What follows belongs to an exercise in optimizing a design on an open flow for small area, a short achievable clock period and few clock cycles; a production flow would make more cautious choices. Where RTL was checked, it was by simulation tests only, not by an equivalence proof against the original. Power and IR drop assume default switching activity.

## binary_to_bcd
module binary_to_bcd( input clk_in,
                      input [5:0] game_state,
                      input start,
                      input [23:0] binary_in,
                      output logic [31:0] bcd_out,
                      output logic busy
    );
export LEC_CHECK = 0
export ABC_AREA = 1
export CAP_MARGIN = 20
export CORE_MARGIN = 2
export CORE_UTILIZATION = 60
export CTS_CLUSTER_DIAMETER = 200
export CTS_CLUSTER_SIZE = 40
export SETUP_SLACK_MARGIN = 3.5
export SLEW_MARGIN = 20
create_clock -name core_clock -period 6.0 [get_ports {clk_in}]
standard.sh (not shown) runs the stock make flow with config.mk's settings and CLKGATE_MAP_FILE= SYNTH_SCRIPT=/design/flow/synth_recipe.tcl, a recipe that flattens the netlist after the stock synthesis.
==> flow/flow/run.sh <==
#!/bin/bash
# Standard ORFS layout, with plain buf_1 cells as the port buffers.
set -euo pipefail
export BUFFER_PORTS_ARGS="-buffer_cell sky130_fd_sc_hd__buf_1"
bash standard.sh > standard_flow.log 2>&1
Testbench counts at the start, summed over its fixed seeds: cycles 25,282.
Next try:
Settings changed: CTS_CLUSTER_DIAMETER 200 to not set, CTS_CLUSTER_SIZE 40 to not set.
Power is unchanged.
Sequential power hardly moves.
Via count is unchanged.
Final cell count does not change.
Global-route usage is unchanged.
Combinational power stays flat.
Final area does not change.
Clock skew does not change.
Next try:
Settings changed: SETUP_SLACK_MARGIN 3.5 to 3.6.
What happened: The new run passed the timing, design-rule and antenna checks. Wire length is higher by 6.5%. Utilization goes up by 1.5 points. Cell count goes up by 0.83%. Power went up by 0.69%. Critical path depth goes down by 2. Cell area rises by 2.1%.

binary_to_bcd, a different RTL version from the one above (not shown whole).
Size in the first run: roughly 600 cells after synthesis, about 65 I/O pins, about 3300 sq um of cells after synthesis.
==> flow/config.mk <==
export PLATFORM = sky130hd
export DESIGN_NAME = binary_to_bcd
export DESIGN_NICKNAME = binary_to_bcd
export VERILOG_FILES = /design/flow/design.v
export SDC_FILE = /design/flow/constraint.sdc
export NUM_CORES = 4
export LEC_CHECK = 0
export ABC_AREA = 1
export CAP_MARGIN = 20
export CORE_MARGIN = 2
export CORE_UTILIZATION = 60
export SETUP_SLACK_MARGIN = 3.5
export SLEW_MARGIN = 20
export TNS_END_PERCENT = 5
==> flow/constraint.sdc <==
create_clock -name core_clock -period 6.0 [get_ports {clk_in}]
set_input_delay 1.2000 -clock core_clock [delete_from_list [all_inputs] [get_ports {clk_in}]]
set_output_delay 1.2000 -clock core_clock [all_outputs]
set_load 0.01 [all_outputs]
Scripts as last shown in full above: flow/flow/run.sh
Change:
Settings changed: CAP_MARGIN 20 to 50, SLEW_MARGIN 20 to 50, TNS_END_PERCENT 5 to default.
Result: The changed run finished clean; non-clock buffer count climbs by 1; total power climbs by 1.2%; clock skew climbs by 0.0031 ns; register-to-register slack improves by 0.13 ns; die area stays the same; global-route usage climbs by 0.27 points.
No functional check of the RTL was part of any run of this note.

binary_to_bcd again, from the RTL that the note above started with.
## binary_to_bcd
module binary_to_bcd( input clk_in,
                      input [5:0] game_state,
                      input start,
                      input [23:0] binary_in,
                      output logic [31:0] bcd_out,
                      output logic busy
    );
    logic [31:0] R;
    logic [3:0]  t;                   
    wire rst = (game_state == 6'd1);
    logic [31:0] ld;
    logic [3:0]  t0;
    wire [31:0] ldr0 = {binary_in[19:0], 8'h0, binary_in[23:20]};
    wire [31:0] ldr1 = {binary_in[13:0], 8'h0, binary_in[23:14]};
    wire [31:0] ldr2 = {binary_in[7:0], 8'h0, binary_in[23:8]};
    wire [31:0] ldr3 = {binary_in[1:0], 8'h0, binary_in[23:2]};
    logic [3:0] zr, sel;
    function automatic [4:0] fx(input [3:0] v);
        logic ge10;
        ge10 = v[3] & (v[2] | v[1]);
        fx = {ge10, v[3] & !ge10, ge10 ? v[2] & v[1] : v[2], v[1] ^ ge10, v[0]};
    endfunction
    always_comb begin
        zr[0] = 1'b1;
        zr[1] = (binary_in[23:18] == '0);
        zr[2] = (binary_in[23:12] == '0);
        zr[3] = (binary_in[23:6] == '0);
        for (int i = 0; i < 4; i++)
            sel[i] = zr[i] & (i == 3 || !zr[i + 1]);
        ld = '0;
        t0 = '0;
        ld = ld | ({32{sel[0]}} & {ldr0[31:5], fx(binary_in[23:20])});
        t0 = t0 | ({4{sel[0]}} & 4'd2);
        ld = ld | ({32{sel[1]}} & {ldr1[31:5], fx(binary_in[17:14])});
        t0 = t0 | ({4{sel[1]}} & 4'd5);
        ld = ld | ({32{sel[2]}} & {ldr2[31:5], fx(binary_in[11:8])});
        t0 = t0 | ({4{sel[2]}} & 4'd8);
        ld = ld | ({32{sel[3]}} & {ldr3[31:5], fx(binary_in[5:2])});
        t0 = t0 | ({4{sel[3]}} & 4'd11);
    end
    function automatic [4:0] dd(input [3:0] d, input c);
        logic [3:0] s;
        s[3] = d[3] | d[2] & (d[1] | d[0]);
        s[2] = d[2] & !d[1] & !d[0] | d[3] & d[0];
        s[1] = d[1] & !d[2] | d[1] & d[0] | d[3] & !d[0];
        s[0] = !d[0] & (d[3] | d[2] & d[1]) | d[0] & !d[3] & !d[2];
        dd = {s, c};
    endfunction
    function automatic int thr(input int j);
        case (j)
  ...
export LEC_CHECK = 0
export ABC_AREA = 1
export CAP_MARGIN = 20
export CORE_MARGIN = 2
export CORE_UTILIZATION = 60
export SETUP_SLACK_MARGIN = 3.5
export SLEW_MARGIN = 20
create_clock -name core_clock -period 6.0 [get_ports {clk_in}]
Scripts as last shown in full above: flow/flow/run.sh
The first run ran to the end with no violations.
Then changed:
- CTS_BUF_LIST: default -> sky130_fd_sc_hd__clkbuf_2 sky130_fd_sc_hd__clkbuf_4 sky130_fd_sc_hd__clkbuf_8
What happened: First-iteration DRC count grows by a few percent. Synthesized cell count is unchanged. Maximum frequency shrinks slightly. Non-clock buffer count stays the same. Power hardly moves. Die area stays the same. Via count barely changes.
No functional check of the RTL was part of any run of this note.

[static timing again, ports no longer ideal]
How much do the figures lean on ideal ports? The routed layouts below were timed once more, with nothing changed but the port constraints. Step 1 sets driving cells, clkbuf_16 on the clock port and buf_2 on the other inputs (assumed; they add their load-dependent delay and slew). Step 2 also shifts input and output timing later by t, the mid clock arrival at the registers, as if the neighbouring blocks saw the same clock. a / b / c = ideal ports / drivers / drivers and shift; a / b = the first two.
| run | shift t [ns] | setup slack, ns | worst register clock-pin slew, ns | worst slew at a driven data input, ns |
|---|---|---|---|---|
| the first run of note 1 | 0.321 | 3.659 / 3.664 / 3.343 | 0.08 / 0.08 | 0.04 |
| the second run of note 1 | 0.321 | 3.659 / 3.664 / 3.343 | 0.08 / 0.08 | 0.04 |
| the third run of note 1 | 0.315 | 3.609 / 3.617 / 3.302 | 0.07 / 0.07 | 0.05 |
| the first run of note 2 | 0.319 | 3.488 / 3.500 / 3.181 | 0.07 / 0.07 | 0.04 |
| the second run of note 2 | 0.318 | 3.585 / 3.596 / 3.279 | 0.08 / 0.08 | 0.04 |
| the first run of note 3 | 0.319 | 3.630 / 3.637 / 3.319 | 0.07 / 0.07 | 0.04 |
| the second run of note 3 | 0.314 | 3.616 / 3.623 / 3.309 | 0.07 / 0.07 | 0.04 |
After both steps setup and hold are still met in every run listed.
